This design comes from an exercise in tuning for small area and a short achievable clock period on the open sky130 flow, not from production work. In this exercise RTL edits were held to simulation tests only and were not proved equivalent to the original.

==> design/flow/config.mk <==
export PLATFORM = sky130hd
export DESIGN_NAME = sparq_dot8
export DESIGN_NICKNAME = sparq_dot8
export VERILOG_FILES = /design/flow/design.v
export SDC_FILE = /design/flow/constraint.sdc
export NUM_CORES = 4
export LEC_CHECK = 0
export ABC_AREA = 1
export CAP_MARGIN = 20
export CORE_MARGIN = 2
export CORE_UTILIZATION = 55
export CTS_BUF_LIST = sky130_fd_sc_hd__clkbuf_8
export CTS_CLUSTER_SIZE = 30
export PLACE_DENSITY = 0.65
export SLEW_MARGIN = 20
==> design/flow/constraint.sdc <==
create_clock -name core_clock -period 11.0 [get_ports {clk}]
set_input_delay 2.2000 -clock core_clock [delete_from_list [all_inputs] [get_ports {clk}]]
set_output_delay 2.2000 -clock core_clock [all_outputs]
set_load 0.01 [all_outputs]
==> design/flow/design.v <==
`timescale 1 ns / 1 ns
package SPARQ_PKG;
localparam ARRAY_DIMENSION = 8;
localparam EXP_SIZE = 5;
localparam MANT_SIZE = 10;
localparam BIAS = 15;
localparam FLOAT_SIZE = 1 + EXP_SIZE + MANT_SIZE;
localparam INT_SIZE = 4;
endpackage: SPARQ_PKG
`timescale 1 ns / 1 ns
module FifoBuffer #(
  parameter integer DATA_SIZE = 16,
  parameter integer CYCLES    = 2
) (
  input  logic                 clk,
  input  logic [DATA_SIZE-1:0] in,
  output logic [DATA_SIZE-1:0] out
);
  logic [DATA_SIZE-1:0] data [0:CYCLES-1];
  always @ (posedge clk) begin
    data[0] <= in;
    for (int i = 1; i < CYCLES; i++) data[i] <= data[i-1];
  end
  assign out = data[CYCLES-1];
endmodule
module fmul_dec (
  input  logic [3:0] in_B,
  output logic [5:0] ctl       
);
  logic [3:0] m;
  logic       z1;
  logic [1:0] sh, sel;
  always_comb begin
    m = in_B[3] ? (~in_B + 4'd1) : in_B;
    z1 = 1'b0; sh = 2'd0; sel = 2'd0;
    case (m)
      4'd1: begin sh = 2'd0; sel = 2'd0; end
      4'd2: begin sh = 2'd1; sel = 2'd0; end
      4'd3: begin sh = 2'd1; sel = 2'd1; end
      4'd4: begin sh = 2'd2; sel = 2'd0; end
      4'd5: begin sh = 2'd2; sel = 2'd1; end
      4'd6: begin sh = 2'd2; sel = 2'd2; end
      4'd7: begin sh = 2'd3; sel = 2'd3; end
      4'd8: begin sh = 2'd3; sel = 2'd0; end
      default: z1 = 1'b1;
    endcase
    ctl = {in_B[3], z1, sh, sel};
  end
endmodule
module fmul_prod (
  input  logic [15:0] in_A,
  input  logic [5:0]  ctl,     
  output logic [13:0] prod,
  output logic        sign
);
  logic [10:0] f;
  logic [13:0] op1, op2;
  logic        cin, cout;
  always_comb begin
    f   = {in_A[14:10] != 5'd0, in_A[9:0]};
    op1 = ctl[4] ? 14'd0 : {3'd0, f} << ctl[3:2];
    case (ctl[1:0])
      2'd0: op2 = 14'd0;
      2'd1: op2 = {3'd0, f};
      2'd2: op2 = {2'd0, f, 1'b0};
      default: op2 = ~{3'd0, f};
    endcase
    cin  = ctl[1:0] == 2'd3;
    sign = in_A[15] ^ ctl[5];
  end
  pfx_add #(14) add (.a(op1), .b(op2), .cin(cin), .s(prod), .cout(cout));
endmodule
module fmul_norm (
  input  logic [15:0] in_A,    
  input  logic [13:0] prod,
  input  logic        sign,
  output logic [15:0] out
);
  logic [4:0] e, exp_o;
  logic [9:0] mant;
  always_comb begin
    e = {in_A[14:11], in_A[10] | (in_A[14:10] == 5'd0)};
    if (prod[13]) begin
      mant = prod[12:3]; exp_o = e + 5'd3;
    end else if (prod[12]) begin
      mant = prod[11:2]; exp_o = e + 5'd2;
    end else if (prod[11]) begin
      mant = prod[10:1]; exp_o = e + 5'd1;
    end else begin
      mant = prod[9:0];  exp_o = prod[10] ? e : 5'd0;
    end
    out = {sign, exp_o, mant};
  end
endmodule
module float_multiplier (
  input  logic [15:0] in_A,
  input  logic [3:0]  in_B,
  output logic [15:0] out
);
  logic [5:0]  ctl;
  logic [13:0] prod;
  logic        sign;
  fmul_dec  md (.in_B(in_B), .ctl(ctl));
  fmul_prod mp (.in_A(in_A), .ctl(ctl), .prod(prod), .sign(sign));
  fmul_norm mn (.in_A(in_A), .prod(prod), .sign(sign), .out(out));
endmodule
module pfx_add #(
  parameter int W = 12
) (
  input  logic [W-1:0] a,
  input  logic [W-1:0] b,
  input  logic         cin,
  output logic [W-1:0] s,
  output logic         cout
);
  localparam int L = $clog2(W + 1);
  logic [W:0] g [0:L];
  logic [W:0] p [0:L];
  always_comb begin
    g[0][0] = cin;
    p[0][0] = 1'b0;
    for (int i = 0; i < W; i++) begin
      g[0][i+1] = a[i] & b[i];
      p[0][i+1] = a[i] ^ b[i];
    end
    for (int l = 0; l < L; l++) begin
      for (int i = 0; i <= W; i++) begin
        if ((i >> l) & 1) begin
          g[l+1][i] = g[l][i] | (p[l][i] & g[l][((i >> l) << l) - 1]);
          p[l+1][i] = p[l][i] & p[l][((i >> l) << l) - 1];
        end
        else begin
          g[l+1][i] = g[l][i];
          p[l+1][i] = p[l][i];
        end
      end
    end
    for (int i = 0; i < W; i++) s[i] = p[0][i+1] ^ g[L][i];
    cout = g[L][W];
  end
endmodule
module fadd_pre (
  input  logic [15:0] in_A,
  input  logic [15:0] in_B,
  output logic [3:0]  amtA,    
  output logic        zA,      
  output logic [3:0]  amtB,
  output logic        zB,
  output logic        geE      
);
  logic [4:0] eA, eB;
  logic [4:0] dAB, dBA;
  logic       cAB, cBA;
  always_comb begin
    eA = {in_A[14:11], in_A[10] | (in_A[14:10] == 5'd0)};
    eB = {in_B[14:11], in_B[10] | (in_B[14:10] == 5'd0)};
  end
  pfx_add #(5) subAB (.a(eA), .b(~eB), .cin(1'b1), .s(dAB), .cout(cAB));
  pfx_add #(5) subBA (.a(eB), .b(~eA), .cin(1'b1), .s(dBA), .cout(cBA));
  always_comb begin
    geE  = cAB;
    amtA = cAB ? 4'd0 : dBA[3:0];
    zA   = !cAB && dBA[4];
    amtB = cBA ? 4'd0 : dAB[3:0];
    zB   = !cBA && dAB[4];
  end
endmodule
module fadd_align (
  input  logic [15:0] in_A,
  input  logic [15:0] in_B,
  output logic [10:0] xA,      
  output logic [10:0] xB,
  output logic        invA,    
  output logic        invB,
  output logic        cin,
  output logic [4:0]  eL,      
  output logic        sL       
);
  logic [10:0] fA, fB;
  logic        a_ge, sub, cmp_c;
  logic [14:0] cmp_s;
  logic [3:0]  amtA, amtB;
  logic        zA, zB, geE;
  fadd_pre pre (.in_A(in_A), .in_B(in_B), .amtA(amtA), .zA(zA), .amtB(amtB), .zB(zB), .geE(geE));
  pfx_add #(15) cmp (.a(in_A[14:0]), .b(~in_B[14:0]), .cin(1'b1), .s(cmp_s), .cout(cmp_c));
  always_comb begin
    fA = {in_A[14:10] != 5'd0, in_A[9:0]};
    fB = {in_B[14:10] != 5'd0, in_B[9:0]};
    xA = zA ? 11'd0 : fA >> amtA;
    xB = zB ? 11'd0 : fB >> amtB;
    a_ge = cmp_c;
    sub  = in_A[15] ^ in_B[15];
    invA = sub & ~a_ge;
    invB = sub &  a_ge;
    cin  = sub;
    eL   = geE ? {in_A[14:11], in_A[10] | (in_A[14:10] == 5'd0)}
               : {in_B[14:11], in_B[10] | (in_B[14:10] == 5'd0)};
    sL   = a_ge ? in_A[15] : in_B[15];
  end
endmodule
module fadd_add (
  input  logic [10:0] xA,
  input  logic [10:0] xB,
  input  logic        invA,
  input  logic        invB,
  input  logic        cin,
  output logic [11:0] sum      
);
  logic [11:0] op1, op2;
  logic        cout;
  always_comb begin
    op1 = invA ? ~{1'b0, xA} : {1'b0, xA};
    op2 = invB ? ~{1'b0, xB} : {1'b0, xB};
  end
  pfx_add #(12) add (.a(op1), .b(op2), .cin(cin), .s(sum), .cout(cout));
endmodule
module fadd_lzc (
  input  logic [11:0] sum,
  input  logic [4:0]  eL,      
  output logic [3:0]  t
);
  logic [11:0] sent, v;
  logic        z2, z1, z0;
  logic [1:0]  l2, l1, l0;
  function automatic logic [1:0] lz4(input logic [3:0] n);
    lz4 = n[3] ? 2'd0 : n[2] ? 2'd1 : n[1] ? 2'd2 : 2'd3;
  endfunction
  always_comb begin
    sent = 12'd0;
    for (int i = 0; i < 12; i++) if (eL == 5'(11 - i)) sent[i] = 1'b1;
    v  = sum | sent;
    z2 = v[11:8] == 4'd0;
    z1 = v[7:4] == 4'd0;
    z0 = v[3:0] == 4'd0;
    l2 = lz4(v[11:8]);
    l1 = lz4(v[7:4]);
    l0 = lz4(v[3:0]);
    t[3]   = z2 && z1;
    t[2]   = z2 && (!z1 || z0);
    t[1:0] = !z2 ? l2 : !z1 ? l1 : !z0 ? l0 : 2'd0;
  end
endmodule
module fadd_shift (
  input  logic [11:0] sum,
  input  logic [4:0]  eL,
  input  logic        sL,
  input  logic [3:0]  t,
  output logic [15:0] out
);
  logic [11:0] x8, x4, x2, x1;
  logic [4:0]  exp_o;
  always_comb begin
    x8 = t[3] ? {sum[3:0], 8'd0} : sum;
    x4 = t[2] ? {x8[7:0], 4'd0} : x8;
    x2 = t[1] ? {x4[9:0], 2'd0} : x4;
    x1 = t[0] ? {x2[10:0], 1'b0} : x2;
    exp_o = x1[11] ? eL + 5'd1 - {1'b0, t} : 5'd0;
    out = {sL, exp_o, x1[10:1]};
  end
endmodule
module float_adder (
  input  logic [15:0] in_A,
  input  logic [15:0] in_B,
  output logic [15:0] out
);
  logic [10:0] xA, xB;
  logic        invA, invB, cin, sL;
  logic [4:0]  eL;
  logic [11:0] sum;
  logic [3:0]  t;
  fadd_align al (.in_A(in_A), .in_B(in_B), .xA(xA), .xB(xB), .invA(invA), .invB(invB), .cin(cin), .eL(eL), .sL(sL));
  fadd_add   ad (.xA(xA), .xB(xB), .invA(invA), .invB(invB), .cin(cin), .sum(sum));
  fadd_lzc   lz (.sum(sum), .eL(eL), .t(t));
  fadd_shift sh (.sum(sum), .eL(eL), .sL(sL), .t(t), .out(out));
endmodule
`timescale 1 ns / 1 ns
module sparq_dot8 (
  input  logic         clk,
  input  logic         rstn,
  input  logic         w_load,
  input  logic [127:0] w_data,
  input  logic         in_valid,
  input  logic [31:0]  in_act,
  input  logic [15:0]  in_acc,
  output logic         out_valid,
  output logic [15:0]  out_data
);
  localparam int N   = 8;
  localparam int LAT = 3*N + 3;    
  logic [15:0] weight [0:N-1];
  always @ (posedge clk) begin
    if (w_load) begin
      for (int i = 0; i < N; i++) weight[i] <= w_data[16*i +: 16];
    end
  end
  logic [LAT-1:0] vld;
  always @ (posedge clk) begin
    if (!rstn) vld <= '0;
    else       vld <= {vld[LAT-2:0], in_valid};
  end
  assign out_valid = vld[LAT-1];
  logic [5:0] ctl [0:N-1];
  genvar k;
  generate
    for (k = 0; k < N; k++) begin : skew
      logic [3:0] a;
      logic [5:0] c;
      if (k == 0) begin : direct
        assign a = in_act[3:0];
      end
      else begin : delayed
        FifoBuffer #(.DATA_SIZE(4), .CYCLES(3*k)) dl (.clk(clk), .in(in_act[4*k +: 4]), .out(a));
      end
      fmul_dec dec (.in_B(a), .ctl(c));
      always @ (posedge clk) ctl[k] <= c;
    end
  endgenerate
  logic [15:0] acc_r;
  always @ (posedge clk) acc_r <= in_acc;
  logic [11:0] sum_r  [0:N];
  logic [4:0]  eL_r   [0:N];
  logic        sL_r   [0:N];
  logic [3:0]  t_r    [0:N];
  logic [13:0] prod_r [0:N-1];
  logic        psg_r  [0:N-1];
  logic [13:0] prod0;
  logic        psg0;
  logic [11:0] sum0;
  logic [4:0]  eL0;
  logic [3:0]  t0;
  fmul_prod mul0 (.in_A(weight[0]), .ctl(ctl[0]), .prod(prod0), .sign(psg0));
  always_comb begin
    sum0 = {1'b0, acc_r[14:10] != 5'd0, acc_r[9:0]};
    eL0  = {acc_r[14:11], acc_r[10] | (acc_r[14:10] == 5'd0)};
  end
  fadd_lzc lz0 (.sum(sum0), .eL(eL0), .t(t0));
  always @ (posedge clk) begin
    sum_r[0]  <= sum0;
    eL_r[0]   <= eL0;
    sL_r[0]   <= acc_r[15];
    t_r[0]    <= t0;
    prod_r[0] <= prod0;
    psg_r[0]  <= psg0;
  end
  generate
    for (k = 0; k < N; k++) begin : pe
      logic [15:0] s, p;
      fadd_shift nrm (.sum(sum_r[k]), .eL(eL_r[k]), .sL(sL_r[k]), .t(t_r[k]), .out(s));
      fmul_norm  mn  (.in_A(weight[k]), .prod(prod_r[k]), .sign(psg_r[k]), .out(p));
      logic [15:0] s_r, p_r;
      always @ (posedge clk) begin
        s_r <= s;
        p_r <= p;
      end
      logic [10:0] xA, xB;
      logic        invA, invB, cin, sL;
      logic [4:0]  eL;
      fadd_align al (.in_A(p_r), .in_B(s_r), .xA(xA), .xB(xB), .invA(invA), .invB(invB),
                     .cin(cin), .eL(eL), .sL(sL));
      logic [10:0] xA_r, xB_r;
      logic        invA_r, invB_r, cin_r, sL_r2;
      logic [4:0]  eL_r2;
      always @ (posedge clk) begin
        xA_r   <= xA;
        xB_r   <= xB;
        invA_r <= invA;
        invB_r <= invB;
        cin_r  <= cin;
        eL_r2  <= eL;
        sL_r2  <= sL;
      end
      logic [11:0] nsum;
      logic [3:0]  nt;
      fadd_add ad (.xA(xA_r), .xB(xB_r), .invA(invA_r), .invB(invB_r), .cin(cin_r), .sum(nsum));
      fadd_lzc lz (.sum(nsum), .eL(eL_r2), .t(nt));
      always @ (posedge clk) begin
        sum_r[k+1] <= nsum;
        eL_r[k+1]  <= eL_r2;
        sL_r[k+1]  <= sL_r2;
        t_r[k+1]   <= nt;
      end
      if (k < N-1) begin : next
        logic [13:0] prod;
        logic        psg;
        fmul_prod mp (.in_A(weight[k+1]), .ctl(ctl[k+1]), .prod(prod), .sign(psg));
        always @ (posedge clk) begin
          prod_r[k+1] <= prod;
          psg_r[k+1]  <= psg;
        end
      end
    end
  endgenerate
  logic [15:0] res;
  fadd_shift nrm_out (.sum(sum_r[N]), .eL(eL_r[N]), .sL(sL_r[N]), .t(t_r[N]), .out(res));
  always @ (posedge clk) out_data <= res;
endmodule
==> design/flow/run.sh <==
#!/bin/bash
# synth_recipe.tcl (not shown) runs the flow's synth.tcl, then flattens the netlist and writes it again
# the make line also repeats each setting of config.mk as NAME=value (left out here)
make -C /OpenROAD-flow-scripts/flow DESIGN_CONFIG=/design/flow/config.mk WORK_HOME=/design/flow/orfs CLKGATE_MAP_FILE= SYNTH_SCRIPT=/design/flow/synth_recipe.tcl finish
==> results of run 1 <==
-- kinds of logic (layout without fill, tap and decap cells) --
| logic type | after synthesis | count (layout) | share of synthesized area (%) |
|---|---|---|---|
| adder cells (fa/ha/maj) | 552 | 552 | 11.0 |
| flip-flops | 1392 | 1392 | 41.7 |
| AO/OA/AOI/OAI | 1544 | 1544 | 12.5 |
| AND/OR/NAND/NOR | 3377 | 3377 | 20.8 |
| XOR/XNOR | 342 | 342 | 4.28 |
| other | 2 | 7 | 0.0107 |
| buffers and inverters | 1610 | 1998 | 8.93 |
| multiplexers | 56 | 56 | 0.803 |
-- area by class of cell --
cell class                 instances  area share [%]
clock buffer                     259            4.57
inverter                        1393            6.70
sequential                      1392            37.4
tap                             1650            2.65
clock inverter                   149            1.86
timing repair buffer             197            2.53
antenna                            3         0.00962
multi-input combinational       5875            44.3
-- registers in the layout, summed over array words and instances (netlist names) --
register,cells
acc_r,16
ctl,48
eL_r,45
out_data,16
pe.cin_r,8
pe.eL_r2,40
pe.invA_r,8
pe.invB_r,8
pe.p_r,128
pe.sL_r2,8
pe.s_r,128
pe.xA_r,88
pe.xB_r,88
prod_r,112
psg_r,8
sL_r,9
skew.delayed.dl.data,336
sum_r,107
t_r,36
vld,27
weight,128
-- layout by cell type, fill, tap and decap left out, types with 23 or more instances in the layout --
cell / instances
sky130_fd_sc_hd__nand3b_1: 26
sky130_fd_sc_hd__o21ai_1: 65
sky130_fd_sc_hd__a21o_1: 23
sky130_fd_sc_hd__ha_1: 447
sky130_fd_sc_hd__nor3_1: 60
sky130_fd_sc_hd__clkbuf_8: 259
sky130_fd_sc_hd__nand2_1: 1823
sky130_fd_sc_hd__or2_2: 38
sky130_fd_sc_hd__nand4_1: 95
sky130_fd_sc_hd__xnor2_1: 120
sky130_fd_sc_hd__o21ai_0: 681
sky130_fd_sc_hd__xor2_1: 222
sky130_fd_sc_hd__nand3_1: 690
sky130_fd_sc_hd__dfxtp_1: 1264
sky130_fd_sc_hd__mux2i_1: 55
sky130_fd_sc_hd__a31oi_1: 87
sky130_fd_sc_hd__a21oi_1: 348
sky130_fd_sc_hd__nor2_1: 530
sky130_fd_sc_hd__inv_2: 29
sky130_fd_sc_hd__clkdlybuf4s50_1: 195
sky130_fd_sc_hd__a21boi_0: 24
sky130_fd_sc_hd__clkinv_2: 46
sky130_fd_sc_hd__inv_1: 1388
sky130_fd_sc_hd__edfxtp_1: 128
sky130_fd_sc_hd__o211ai_1: 67
sky130_fd_sc_hd__a22oi_1: 57
sky130_fd_sc_hd__nor2_2: 25
sky130_fd_sc_hd__fa_1: 105
sky130_fd_sc_hd__clkinv_1: 28
sky130_fd_sc_hd__o22ai_1: 98
-- worst reg2reg max path, cell delays in order (launching register included) --
cell and delay, ps:
sky130_fd_sc_hd__dfxtp_1 420, sky130_fd_sc_hd__inv_1 140, sky130_fd_sc_hd__nand3_1 170, sky130_fd_sc_hd__nand2_1 100, sky130_fd_sc_hd__inv_1 80, sky130_fd_sc_hd__ha_1 190, sky130_fd_sc_hd__inv_1 70, sky130_fd_sc_hd__fa_1 530
sky130_fd_sc_hd__inv_1 40, sky130_fd_sc_hd__nor2_1 570, sky130_fd_sc_hd__inv_1 360, sky130_fd_sc_hd__nand3_1 210, sky130_fd_sc_hd__nand3_1 90, sky130_fd_sc_hd__nand3_1 90, sky130_fd_sc_hd__nand2_1 60
-- stage by stage --
step	setup slack [ps]	instance area [um^2]	cells
2_1_floorplan	7820	70000	8877
3_3_place_gp	7030	73000	10500
3_5_place_dp	7010	73000	10500
4_1_cts	6880	78000	10900
5_1_grt	6910	78000	10900
6_report	7020	78000	10900
-- metal layers --
metal	up-vias	wire length (um)	global-route usage (%)
met3	242	6380	3.48
met1	25300	71400	30.8
li1	29300	-	-
met4	0	3170	6.59
met5	-	0	0
met2	1173	67000	36.7
-- worst paths after layout --
check,cells past startpoint,slack (ps),end
setup / recovery,1,7020,out_data[9]
hold / removal,0,310,sL_r[2]
setup reg to reg,14,7770,pe[3].xA_r[0]
hold reg to reg,0,310,sL_r[2]
==> impl_metrics.sql, run 1 <==
INSERT INTO impl_metrics (metric_group, metric, value, unit) VALUES
('run_status', 'outcome', 'complete, no violations', ''),
('min_path', 'worstHoldStart', 'pe[1].sL_r2', ''),
('placed_design', 'hpwl', '115000', 'um'),
('floorplanning', 'die_area', '0.130', 'mm^2'),
('timing', 'slew_viol_final', '0', ''),
('timing', 'setup_viol', '0', ''),
('logic_synthesis', 'synth.largest_area_cell', 'sky130_fd_sc_hd__dfxtp_1', ''),
('floorplanning', 'vert_die_dim', '361', 'um'),
('timing', 'fin_crit_sh', '36.2', '%'),
('worst_setup_path', 'critical_path.n_buffers_inverters', '1', ''),
('layout', 'final-seq-area', '0.0291', 'mm^2'),
('logic_synthesis', 'yosysWarnings', '51', ''),
('global_route', 'global_route.overflow_total', '0', ''),
('worst_setup_path', 'critical_path.startpoint_type', 'flip-flop', ''),
('logic_synthesis', 'synth_enable_flop_cells', '128', ''),
('routing', 'drc_viols', '0', ''),
('clocking', 'cts.sinks', '1392', ''),
('timing', 'measured_slew_at_the_worst_slew_check_pin', '1090', 'ps'),
('global_route', 'grt_pass1_vias', '52400', ''),
('placed_design', 'globalplace.congestion', '0.924', ''),
('clocking', 'clock_insertion_delay_worst_skew', '950', 'ps'),
('logic_synthesis', 'post_synth_inst_count', '8875', ''),
('logic_synthesis', 'synth.top_cell.area_share', '36.2', '%'),
('routing', 'num_vias', '56100', ''),
('floorplanning', 'floorplan.io_pins', '197', ''),
('timing', 'totalNegativeSetupSlack', '0', 'ps'),
('logic_synthesis', 'synth_async_sr_flop_share', '0', '%'),
('worst_setup_path', 'timing.critical_path.arrival', '1780', 'ps'),
('timing', 'clock_skew', '36.7', 'ps'),
('worst_setup_path', 'crit_path_cell_trace', 'clkdlybuf4s50_1', ''),
('timing', 'worst_hold_slack', '308', 'ps'),
('global_route', 'grt_antenna_before_repair', '5', ''),
('worst_setup_path', 'cpMaxStageDelayCell', 'sky130_fd_sc_hd__clkdlybuf4s50_1', ''),
('layout', 'multi_input_area', '0.0346', 'mm^2'),
('clocking', 'cts_tree', 'built', ''),
('logic_synthesis', 'synth.yosys.seq_area_share', '41.7', '%'),
('routing', 'detail_route.first_pass.iterations', '6', ''),
('layout', 'fillCellCount', '11300', ''),
('min_path', 'worst_hold_path_type', 'flip-flop to flip-flop', ''),
('logic_synthesis', 'yosys.cell_types.count', '65', ''),
('clocking', 'number_of_buffers_added_by_the_clock_tree_synthesis_step', '220', ''),
('routing', 'routedWlPerCell', '13.6', 'um'),
('worst_setup_path', 'cp-startpoint', 'out_data[9]', ''),
('layout', 'layout.nets', '9811', ''),
('routing', 'drt-vias-per-instance', '5.13', ''),
('layout', 'drive_above_1_share', '5.88', '%'),
('global_route', 'grtUsageTotal', '22.5', '%'),
('logic_synthesis', 'synthesized_area_per_cell', '7.88', 'um^2'),
('logic_synthesis', 'post-synth-top-count-cell', 'sky130_fd_sc_hd__nand2_1', ''),
('logic_synthesis', 'ys.flop_type', 'sky130_fd_sc_hd__dfxtp_1', ''),
('floorplanning', 'die-width', '361', 'um'),
('routing', 'routed_wl', '148000', 'um'),
('clocking', 'cts.repair_timing.setup_buffer_count', '0', ''),
('layout', 'syn2layout_area_growth', '11.5', '%'),
('global_route', 'grt_max_degree', '77', ''),
('timing', 'final_period_minus_worst_setup_slack', '3980', 'ps'),
('layout', 'finish.utilization', '62.0', '%'),
('clocking', 'resized_cells_post_cts', '0', ''),
('clocking', 'clkSlewWorstSetupHoldPaths', '60', 'ps'),
('routing', 'ant_nets', '0', ''),
('logic_synthesis', 'synth.top_cells.by_area', 'sky130_fd_sc_hd__dfxtp_1, sky130_fd_sc_hd__nand2_1, sky130_fd_sc_hd__ha_1', ''),
('timing', 'timing.max_slew.rel_slack', '27.0', '%'),
('floorplanning', 'core', '0.126', 'mm^2');
==> run 2: changes to the inputs <==
--- a/design/flow/config.mk
+++ b/design/flow/config.mk
@@ -9,7 +9,5 @@
 export CAP_MARGIN = 20
 export CORE_MARGIN = 2
 export CORE_UTILIZATION = 55
-export CTS_BUF_LIST = sky130_fd_sc_hd__clkbuf_8
-export CTS_CLUSTER_SIZE = 30
 export PLACE_DENSITY = 0.65
 export SLEW_MARGIN = 20
==> impl_metrics.sql, run 2 <==
INSERT INTO impl_metrics (metric_group, metric, value, unit) VALUES
('worst_setup_path', 'critical-path-top-delay-family', 'buffers and inverters', ''),
('timing', 'measured_slew_at_the_worst_slew_check_pin', '1090', 'ps'),
('logic_synthesis', 'synth_top_cells_by_count', 'sky130_fd_sc_hd__nand2_1, sky130_fd_sc_hd__inv_1, sky130_fd_sc_hd__dfxtp_1', ''),
('worst_setup_path', 'cpMaxStageDelayCell', 'sky130_fd_sc_hd__clkdlybuf4s50_1', ''),
('layout', 'finish.utilization', '62.2', '%'),
('layout', 'layout.nets', '9738', ''),
('clocking', 'clkSlewWorstSetupHoldPaths', '60', 'ps'),
('worst_setup_path', 'end_kind', 'output pin', ''),
('run_status', 'outcome', 'complete, no violations', ''),
('clocking', 'cts_root_buffer', 'sky130_fd_sc_hd__clkbuf_16', ''),
('logic_synthesis', 'synth_enable_flop_cells', '128', ''),
('logic_synthesis', 'synth_simple_gate_area_share', '20.8', '%'),
('job', 'number_of_max_cap_violations', '0', ''),
('layout', 'most-common-layout-cells', 'sky130_fd_sc_hd__nand2_1, sky130_fd_sc_hd__inv_1, sky130_fd_sc_hd__dfxtp_1', ''),
('routing', 'drc_viols', '0', ''),
('logic_synthesis', 'synth_async_sr_flop_share', '0', '%'),
('layout', 'drive_above_1_share', '4.66', '%'),
('placed_design', 'placedInstanceArea', '0.0730', 'mm^2'),
('global_route', 'grt_first_pass_wirelength', '248000', 'um'),
('timing', 'slew_viol_final', '0', ''),
('routing', 'detail_route.first_pass.iterations', '7', ''),
('global_route', 'grt_pass1_vias', '52100', ''),
('timing', 'postLayoutSetupSlackWorst', '7180', 'ps'),
('logic_synthesis', 'synth_top_family_by_area', 'simple AND/OR/NAND/NOR gates', ''),
('logic_synthesis', 'ys.flop_type', 'sky130_fd_sc_hd__dfxtp_1', ''),
('global_route', 'grtUsageTotal', '22.5', '%'),
('clocking', 'cts.sinks', '1392', ''),
('clocking', 'cts_hold_buf', '0', ''),
('layout', 'final_standard_cell_area_without_fillers', '0.0783', 'mm^2'),
('logic_synthesis', 'synth.top_cell.area_share', '36.2', '%'),
('logic_synthesis', 'post-synth-top-count-cell', 'sky130_fd_sc_hd__nand2_1', ''),
('floorplanning', 'floorplan.io_pins', '197', ''),
('routing', 'num_vias', '55400', ''),
('routing', 'first_iter_violations', '3628', ''),
('clocking', 'cts.repair_timing.setup_buffer_count', '0', ''),
('timing', 'grt_setup_unrepaired', 'no', ''),
('logic_synthesis', 'yosys.cell_types.count', '65', ''),
('logic_synthesis', 'yosysWarnings', '51', ''),
('logic_synthesis', 'synth.yosys.seq_area_share', '41.7', '%'),
('placed_design', 'dp.cells', '10500', ''),
('routing', 'ant_nets', '0', ''),
('floorplanning', 'vert_die_dim', '361', 'um'),
('timing', 'totalNegativeSetupSlack', '0', 'ps'),
('placed_design', 'globalplace.congestion', '0.924', ''),
('layout', 'mostFrequentLayoutCell', 'sky130_fd_sc_hd__nand2_1', ''),
('layout', 'fillCellCount', '11200', ''),
('floorplanning', 'die_area', '0.130', 'mm^2'),
('floorplanning', 'core', '0.126', 'mm^2'),
('layout', 'final-seq-area', '0.0291', 'mm^2'),
('layout', 'syn2layout_area_growth', '11.9', '%'),
('worst_setup_path', 'worstPathRequired', '8800', 'ps'),
('global_route', 'grt_antenna_before_repair', '3', ''),
('clocking', 'clock_insertion_delay_worst_skew', '790', 'ps'),
('layout', 'largest_register_ff_count', '336', ''),
('worst_setup_path', 'crit_path_cell_trace', 'clkdlybuf4s50_1', ''),
('timing', 'max_frequency', '0.262', 'GHz'),
('clocking', 'number_of_buffers_added_by_the_clock_tree_synthesis_step', '147', ''),
('timing', 'fin_crit_sh', '34.7', '%'),
('layout', 'multi_input_area', '0.0346', 'mm^2'),
('min_path', 'worst_hold_path_type', 'flip-flop to flip-flop', ''),
('timing', 'setup_viol', '0', ''),
('logic_synthesis', 'synth.largest_area_cell', 'sky130_fd_sc_hd__dfxtp_1', ''),
('worst_setup_path', 'worstSetupPathType', 'flip-flop to output pin', ''),
('logic_synthesis', 'post_synth_inst_count', '8875', ''),
('placed_design', 'hpwl', '115000', 'um'),
('routing', 'routed_wl', '147000', 'um'),
('logic_synthesis', 'synthesized_area_per_cell', '7.88', 'um^2'),
('floorplanning', 'fp-row-count', '130', ''),
('clocking', 'cts_tree', 'built', ''),
('timing', 'clock_skew', '35.1', 'ps'),
('worst_setup_path', 'critical_path.max_fanout', '1', ''),
('worst_setup_path', 'r2r_cells', '8', ''),
('placed_design', 'dpl_worst_slack', '7010', 'ps'),
('routing', 'routedWlPerCell', '13.7', 'um'),
('routing', 'drt-vias-per-instance', '5.14', ''),
('logic_synthesis', 'post_synth_xor_area_fraction', '4.28', '%'),
('timing', 'final_period_minus_worst_setup_slack', '3820', 'ps'),
('floorplanning', 'initial_utilization', '55.6', '%'),
('worst_setup_path', 'timing.critical_path.arrival', '1620', 'ps'),
('placed_design', 'io_buffers', '196', ''),
('logic_synthesis', 'synth.cell_area', '0.0700', 'mm^2'),
('logic_synthesis', 'share_of_the_synthesized_area_in_compound_gates_ao_oa_aoi_oai', '12.5', '%'),
('clocking', 'resized_cells_post_cts', '0', ''),
('timing', 'finalHoldViolCount', '0', ''),
('logic_synthesis', 'synth-adder-area-share', '11.0', '%'),
('layout', 'registers.top_by_ff_count', 'skew.delayed.dl.data', ''),
('worst_setup_path', 'critical_path.startpoint_type', 'flip-flop', ''),
('worst_setup_path', 'worstSetupPathDepth', '1', ''),
('global_route', 'global_route.overflow_total', '0', ''),
('logic_synthesis', 'yosys_register_bits', '1392', ''),
('global_route', 'grt_max_degree', '77', ''),
('worst_setup_path', 'critical_path.n_buffers_inverters', '1', ''),
('worst_setup_path', 'cpPeakStageDelay', '530', 'ps'),
('clocking', 'htreeDepth', '4', ''),
('min_path', 'hold_path_depth', '0', ''),
('clocking', 'cts_buffer_depth', '3', ''),
('timing', 'worst_hold_slack', '310', 'ps'),
('logic_synthesis', 'synth.top_cells.by_area', 'sky130_fd_sc_hd__dfxtp_1, sky130_fd_sc_hd__nand2_1, sky130_fd_sc_hd__ha_1', ''),
('layout', 'finalNonFillerCells', '10800', ''),
('timing', 'timing.max_slew.rel_slack', '27.6', '%'),
('logic_synthesis', 'synth_mux_area_share', '0.803', '%'),
('floorplanning', 'die-width', '361', 'um');
==> run 2: cell count changes in the layout (fill, tap and decap cells not counted), sizes merged <==
cell,delta
bufinv,-2
clkbuf,-58
clkinv,-34
clkinvlp,-3
diode,-2
inv,-44
==> run 2: kinds of logic after synthesis <==
logic type	count (synthesis)
buf+inv	1610
mux	56
other cells	2
fa+ha+maj	552
xor+xnor	342
flops	1392
simple gates	3377
compound gates	1544
==> run 2: cell type report <==
class / count / share of cell area [%]
clock buffer: 201 / 5.28
timing repair buffer: 197 / 2.52
antenna: 1 / 0.00320
sequential: 1392 / 37.2
multi-input combinational: 5875 / 44.2
tap: 1650 / 2.64
inverter: 1393 / 6.68
clock inverter: 66 / 1.49
==> run 2: routing by layer <==
layer	GRT usage (%)	wire [um]	part of all wire, %	vias up
met3	3.11	6090	4.1	229
met4	6.33	3280	2.2	0
met5	0	0	0	-
met1	31.0	71700	49	25000
li1	-	-	-	29100
met2	36.8	66400	45	1133
==> run 2: worst register-to-register path: stages (launching register included) <==
cell and delay (ps):
sky130_fd_sc_hd__dfxtp_1 410, sky130_fd_sc_hd__inv_1 80, sky130_fd_sc_hd__ha_1 400, sky130_fd_sc_hd__a21oi_1 890, sky130_fd_sc_hd__nand2_2 410, sky130_fd_sc_hd__inv_2 150
sky130_fd_sc_hd__nand2_1 240, sky130_fd_sc_hd__o21ai_0 340, sky130_fd_sc_hd__o22ai_1 120
==> run 2: worst paths after layout <==
check	from	endpoint	slack [ps]
max	out_data[0]	out_data[0]	7180
min	skew[7].delayed.dl.data[2][1]	skew[7].delayed.dl.data[3][1]	310
max reg2reg	pe[6].p_r[14]	pe[6].xA_r[3]	7830
min reg2reg	skew[7].delayed.dl.data[2][1]	skew[7].delayed.dl.data[3][1]	310
==> run 3: changes to the inputs <==
--- a/design/flow/design.v
+++ b/design/flow/design.v
@@ -77,18 +77,20 @@
   output logic [15:0] out
 );
   logic [4:0] e, exp_o;
+  logic [1:0] c;
   logic [9:0] mant;
   always_comb begin
     e = {in_A[14:11], in_A[10] | (in_A[14:10] == 5'd0)};
     if (prod[13]) begin
-      mant = prod[12:3]; exp_o = e + 5'd3;
+      mant = prod[12:3]; c = 2'd3;
     end else if (prod[12]) begin
-      mant = prod[11:2]; exp_o = e + 5'd2;
+      mant = prod[11:2]; c = 2'd2;
     end else if (prod[11]) begin
-      mant = prod[10:1]; exp_o = e + 5'd1;
+      mant = prod[10:1]; c = 2'd1;
     end else begin
-      mant = prod[9:0];  exp_o = prod[10] ? e : 5'd0;
+      mant = prod[9:0];  c = 2'd0;
     end
+    exp_o = (prod[13:10] == 4'd0) ? 5'd0 : e + {3'd0, c};
     out = {sign, exp_o, mant};
   end
 endmodule
@@ -317,35 +319,31 @@
   endgenerate
   logic [15:0] acc_r;
   always @ (posedge clk) acc_r <= in_acc;
-  logic [11:0] sum_r  [0:N];
-  logic [4:0]  eL_r   [0:N];
-  logic        sL_r   [0:N];
-  logic [3:0]  t_r    [0:N];
+  logic [11:0] sum_r  [1:N];
+  logic [4:0]  eL_r   [1:N];
+  logic        sL_r   [1:N];
   logic [13:0] prod_r [0:N-1];
   logic        psg_r  [0:N-1];
+  logic [15:0] acc_r2;
   logic [13:0] prod0;
   logic        psg0;
-  logic [11:0] sum0;
-  logic [4:0]  eL0;
-  logic [3:0]  t0;
   fmul_prod mul0 (.in_A(weight[0]), .ctl(ctl[0]), .prod(prod0), .sign(psg0));
-  always_comb begin
-    sum0 = {1'b0, acc_r[14:10] != 5'd0, acc_r[9:0]};
-    eL0  = {acc_r[14:11], acc_r[10] | (acc_r[14:10] == 5'd0)};
-  end
-  fadd_lzc lz0 (.sum(sum0), .eL(eL0), .t(t0));
   always @ (posedge clk) begin
-    sum_r[0]  <= sum0;
-    eL_r[0]   <= eL0;
-    sL_r[0]   <= acc_r[15];
-    t_r[0]    <= t0;
+    acc_r2    <= acc_r;
     prod_r[0] <= prod0;
     psg_r[0]  <= psg0;
   end
   generate
     for (k = 0; k < N; k++) begin : pe
       logic [15:0] s, p;
-      fadd_shift nrm (.sum(sum_r[k]), .eL(eL_r[k]), .sL(sL_r[k]), .t(t_r[k]), .out(s));
+      if (k == 0) begin : first
+        assign s = acc_r2;
+      end
+      else begin : chain
+        logic [3:0] t;
+        fadd_lzc   lz  (.sum(sum_r[k]), .eL(eL_r[k]), .t(t));
+        fadd_shift nrm (.sum(sum_r[k]), .eL(eL_r[k]), .sL(sL_r[k]), .t(t), .out(s));
+      end
       fmul_norm  mn  (.in_A(weight[k]), .prod(prod_r[k]), .sign(psg_r[k]), .out(p));
       logic [15:0] s_r, p_r;
       always @ (posedge clk) begin
@@ -370,14 +368,11 @@
         sL_r2  <= sL;
       end
       logic [11:0] nsum;
-      logic [3:0]  nt;
       fadd_add ad (.xA(xA_r), .xB(xB_r), .invA(invA_r), .invB(invB_r), .cin(cin_r), .sum(nsum));
-      fadd_lzc lz (.sum(nsum), .eL(eL_r2), .t(nt));
       always @ (posedge clk) begin
         sum_r[k+1] <= nsum;
         eL_r[k+1]  <= eL_r2;
         sL_r[k+1]  <= sL_r2;
-        t_r[k+1]   <= nt;
       end
       if (k < N-1) begin : next
         logic [13:0] prod;
@@ -391,6 +386,8 @@
     end
   endgenerate
   logic [15:0] res;
-  fadd_shift nrm_out (.sum(sum_r[N]), .eL(eL_r[N]), .sL(sL_r[N]), .t(t_r[N]), .out(res));
+  logic [3:0]  t_out;
+  fadd_lzc   lz_out  (.sum(sum_r[N]), .eL(eL_r[N]), .t(t_out));
+  fadd_shift nrm_out (.sum(sum_r[N]), .eL(eL_r[N]), .sL(sL_r[N]), .t(t_out), .out(res));
   always @ (posedge clk) out_data <= res;
 endmodule
==> design/flow/flow/run.sh (new file) <==
#!/bin/bash
set -euo pipefail
export SETUP_SLACK_MARGIN=7.5
bash standard.sh finish > orfs_make.log 2>&1
==> design/flow/standard.sh (new file) <==
#!/bin/bash
# synth_recipe.tcl (not shown) runs the flow's synth.tcl, then flattens the netlist and writes it again
# the make line also repeats each setting of config.mk as NAME=value (left out here)
make -C /OpenROAD-flow-scripts/flow DESIGN_CONFIG=/design/flow/config.mk WORK_HOME=/design/flow/orfs CLKGATE_MAP_FILE= SYNTH_SCRIPT=/design/flow/synth_recipe.tcl "${@:-finish}"
removed: design/flow/run.sh
==> impl_metrics.sql, run 3 <==
INSERT INTO impl_metrics (metric_group, metric, value, unit) VALUES
('logic_synthesis', 'synth.top_cells.by_area', 'sky130_fd_sc_hd__dfxtp_1, sky130_fd_sc_hd__nand2_1, sky130_fd_sc_hd__ha_1', ''),
('worst_setup_path', 'r2r_slack', '7820', 'ps'),
('logic_synthesis', 'synth.top_cell.area_share', '37.3', '%'),
('floorplanning', 'floorplan.io_pins', '197', ''),
('timing', 'measured_slew_at_the_worst_slew_check_pin', '944', 'ps'),
('global_route', 'grt_pass1_vias', '48200', ''),
('logic_synthesis', 'post_synth_inst_count', '8178', ''),
('routing', 'ant_nets', '0', ''),
('routing', 'drt-vias-per-instance', '5.11', ''),
('logic_synthesis', 'ys.flop_type', 'sky130_fd_sc_hd__dfxtp_1', ''),
('routing', 'drc_viols', '0', ''),
('layout', 'final_standard_cell_area_without_fillers', '0.0741', 'mm^2'),
('layout', 'registers.top_by_ff_count', 'skew.delayed.dl.data', ''),
('min_path', 'hold_path_depth', '0', ''),
('worst_setup_path', 'critical_path.max_fanout', '1', ''),
('worst_setup_path', 'worstSetupPathType', 'flip-flop to output pin', ''),
('layout', 'drive_above_1_share', '6.19', '%'),
('layout', 'largest_register_ff_count', '336', ''),
('layout', 'final-seq-area', '0.0284', 'mm^2'),
('timing', 'slew_viol_final', '0', ''),
('placed_design', 'io_buffers', '196', ''),
('logic_synthesis', 'synth_enable_flop_cells', '128', ''),
('global_route', 'grt_max_degree', '76', ''),
('timing', 'finalHoldViolCount', '0', ''),
('worst_setup_path', 'critical-path-top-delay-family', 'flip-flops', ''),
('logic_synthesis', 'synth.largest_area_cell', 'sky130_fd_sc_hd__dfxtp_1', ''),
('global_route', 'grtUsageTotal', '23.4', '%'),
('clocking', 'cts.sinks', '1355', ''),
('job', 'number_of_max_cap_violations', '0', ''),
('layout', 'mostFrequentLayoutCell', 'sky130_fd_sc_hd__nand2_1', ''),
('worst_setup_path', 'end_kind', 'output pin', ''),
('floorplanning', 'initial_utilization', '55.6', '%'),
('worst_setup_path', 'timing.critical_path.arrival', '1200', 'ps'),
('min_path', 'worstHoldEndpoint', 'skew[2].delayed.dl.data[3][2]', ''),
('timing', 'grt_setup_unrepaired', 'no', ''),
('worst_setup_path', 'worstPathRequired', '8800', 'ps'),
('logic_synthesis', 'yosysWarnings', '49', ''),
('layout', 'syn2layout_area_growth', '12.5', '%'),
('logic_synthesis', 'synth_simple_gate_area_share', '20.1', '%'),
('logic_synthesis', 'post_synth_xor_area_fraction', '5.20', '%'),
('logic_synthesis', 'synth_top_family_by_area', 'simple AND/OR/NAND/NOR gates', ''),
('placed_design', 'globalplace.congestion', '0.925', ''),
('routing', 'num_vias', '51600', ''),
('timing', 'timing.max_slew.rel_slack', '36.9', '%'),
('clocking', 'cts_root_buffer', 'sky130_fd_sc_hd__clkbuf_16', ''),
('timing', 'clock_skew', '34.3', 'ps'),
('clocking', 'cts_hold_buf', '0', ''),
('clocking', 'number_of_buffers_added_by_the_clock_tree_synthesis_step', '145', ''),
('worst_setup_path', 'r2r_cells', '13', ''),
('clocking', 'cts_buffer_depth', '3', ''),
('layout', 'finalNonFillerCells', '10100', ''),
('floorplanning', 'die_area', '0.123', 'mm^2'),
('logic_synthesis', 'yosys.cell_types.count', '64', ''),
('worst_setup_path', 'r2r-start', 'pe[7].p_r[11]', ''),
('logic_synthesis', 'yosys_register_bits', '1355', ''),
('timing', 'fin_crit_sh', '30.9', '%'),
('timing', 'totalNegativeSetupSlack', '0', 'ps'),
('logic_synthesis', 'synth_top_cells_by_count', 'sky130_fd_sc_hd__nand2_1, sky130_fd_sc_hd__dfxtp_1, sky130_fd_sc_hd__inv_1', ''),
('placed_design', 'hpwl', '112000', 'um'),
('run_status', 'outcome', 'complete, no violations', ''),
('clocking', 'cts_tree', 'built', ''),
('worst_setup_path', 'worstSetupPathDepth', '1', ''),
('clocking', 'htreeDepth', '4', ''),
('worst_setup_path', 'crit_path_cell_trace', 'buf_2', ''),
('worst_setup_path', 'critical_path.n_buffers_inverters', '1', ''),
('floorplanning', 'vert_die_dim', '350', 'um'),
('logic_synthesis', 'synth_async_sr_flop_share', '0', '%'),
('layout', 'most-common-layout-cells', 'sky130_fd_sc_hd__nand2_1, sky130_fd_sc_hd__dfxtp_1, sky130_fd_sc_hd__inv_1', ''),
('floorplanning', 'die-width', '350', 'um'),
('worst_setup_path', 'cpMaxStageDelayCell', 'sky130_fd_sc_hd__dfxtp_1', ''),
('logic_synthesis', 'synth-adder-area-share', '11.5', '%'),
('global_route', 'grt_antenna_before_repair', '1', ''),
('logic_synthesis', 'synthesized_area_per_cell', '8.06', 'um^2'),
('min_path', 'worstHoldStart', 'skew[2].delayed.dl.data[2][2]', ''),
('timing', 'max_frequency', '0.295', 'GHz'),
('clocking', 'clock_insertion_delay_worst_skew', '770', 'ps'),
('routing', 'detail_route.first_pass.iterations', '6', ''),
('clocking', 'clkSlewWorstSetupHoldPaths', '60', 'ps'),
('layout', 'layout.nets', '9082', ''),
('logic_synthesis', 'synth.cell_area', '0.0659', 'mm^2'),
('clocking', 'cts.repair_timing.setup_buffer_count', '0', ''),
('worst_setup_path', 'critical_path.startpoint_type', 'flip-flop', ''),
('routing', 'routed_wl', '144000', 'um'),
('worst_setup_path', 'worst_r2r_endpoint', 'pe[7].xB_r[4]', ''),
('routing', 'routedWlPerCell', '14.3', 'um'),
('floorplanning', 'core', '0.118', 'mm^2'),
('timing', 'final_period_minus_worst_setup_slack', '3400', 'ps'),
('timing', 'setup_viol', '0', ''),
('placed_design', 'dp.cells', '9818', ''),
('worst_setup_path', 'cpPeakStageDelay', '310', 'ps'),
('logic_synthesis', 'synth_mux_area_share', '0.201', '%'),
('layout', 'multi_input_area', '0.0322', 'mm^2'),
('layout', 'fillCellCount', '10400', ''),
('global_route', 'global_route.overflow_total', '0', ''),
('logic_synthesis', 'synth.yosys.seq_area_share', '43.1', '%'),
('global_route', 'grt_first_pass_wirelength', '238000', 'um'),
('min_path', 'worst_hold_path_type', 'flip-flop to flip-flop', ''),
('logic_synthesis', 'share_of_the_synthesized_area_in_compound_gates_ao_oa_aoi_oai', '11.8', '%'),
('floorplanning', 'fp-row-count', '126', ''),
('placed_design', 'placedInstanceArea', '0.0691', 'mm^2'),
('layout', 'diodes', '0', ''),
('routing', 'first_iter_violations', '3562', ''),
('logic_synthesis', 'post-synth-top-count-cell', 'sky130_fd_sc_hd__nand2_1', '');
run 3: changes by cell type after synthesis, moves of 55 or more:
cell | before | now
sky130_fd_sc_hd__inv_1 | 1345 | 1106
sky130_fd_sc_hd__o21ai_0 | 681 | 553
sky130_fd_sc_hd__nand3_1 | 690 | 590
sky130_fd_sc_hd__nand4_1 | 95 | 13
sky130_fd_sc_hd__clkbuf_1 | 143 | 74
sky130_fd_sc_hd__o21ai_1 | 65 | 122
sky130_fd_sc_hd__a22oi_1 | 57 | 2
run 3: area by class of cell:
cell class | count | area share [%]
clock buffer | 188 | 5.45
clock inverter | 80 | 1.41
inverter | 1211 | 6.16
multi-input combinational | 5455 | 43.4
sequential | 1355 | 38.3
tap | 1600 | 2.70
timing repair buffer | 197 | 2.54
run 3: how the worst max path moves through the flow:
stage	startpoint	endpoint	slack, ps
after floorplan	in_act[0]	ctl[0][4]	7930
after global placement	w_load	weight[3][12]	7000
after detailed placement	w_load	weight[3][13]	6990
after CTS	vld[26]	out_valid	7450
after global routing	pe[7].p_r[11]	pe[7].xB_r[4]	7510
final	out_data[1]	out_data[1]	7600
run 3: cell families after synthesis:
| logic type | after synthesis |
|---|---|
| AND/OR/NAND/NOR | 3148 |
| buffers and inverters | 1368 |
| AO/OA/AOI/OAI | 1366 |
| flip-flops | 1355 |
| adder cells (fa/ha/maj) | 537 |
| XOR/XNOR | 391 |
| multiplexers | 13 |
run 3: what timing repair did:
action,CTS,global route
gates resized for setup,67,1
endpoints found under the setup margin,17,1
gates cloned,0,0
run 3: metrics by stage:
step | utilization (%) | hold WS, ps | worst slack [ps]
finish | 62.6 | 316 | 7600
global route | 62.6 | 318 | 7510
CTS | 62.6 | 311 | 7450
detailed placement | 58.4 | 312 | 6990
global placement | 58.4 | 310 | 7000
floorplan | - | 310 | 7930
run 3: layer usage:
metal  global-route usage, %  part of all wire [%]  vias up
met1                    33.0                    49    23300
met2                    37.8                    44     1225
met5                       0                     0        -
met3                    3.27                   4.7      204
met4                    6.24                   1.9        0
li1                        -                     -    26800

[re-timing with driven ports]
The results above use ideal ports. As a check the final layouts listed here were re-extracted and re-timed, cells and wires unchanged. Step 1, drivers: a clkbuf_16 drives clk and a buf_2 each remaining input, both assumed. Step 2 also shifts input and output timing later by t, the mid clock arrival at the registers, as if the neighbouring blocks saw the same clock. a / b / c = ideal ports / drivers / drivers and shift; a / b = the first two.
run | t (ns) | setup slack, ns | hold WS [ns] | worst setup path after step 2
run 1 | 1.003 | 7.019 / 6.945 / 7.020 | 0.308 / 0.308 / 0.308 | input to register
run 2 | 0.849 | 7.180 / 7.104 / 7.030 | 0.310 / 0.310 / 0.310 | input to register
run 3 | 0.838 | 7.605 / 7.524 / 7.016 | 0.316 / 0.316 / 0.316 | input to register
After both steps every run listed still meets setup and hold. The setup slack of run 3, which loses most, moves by -0.081 ns with the drivers and by -0.589 ns with both steps.
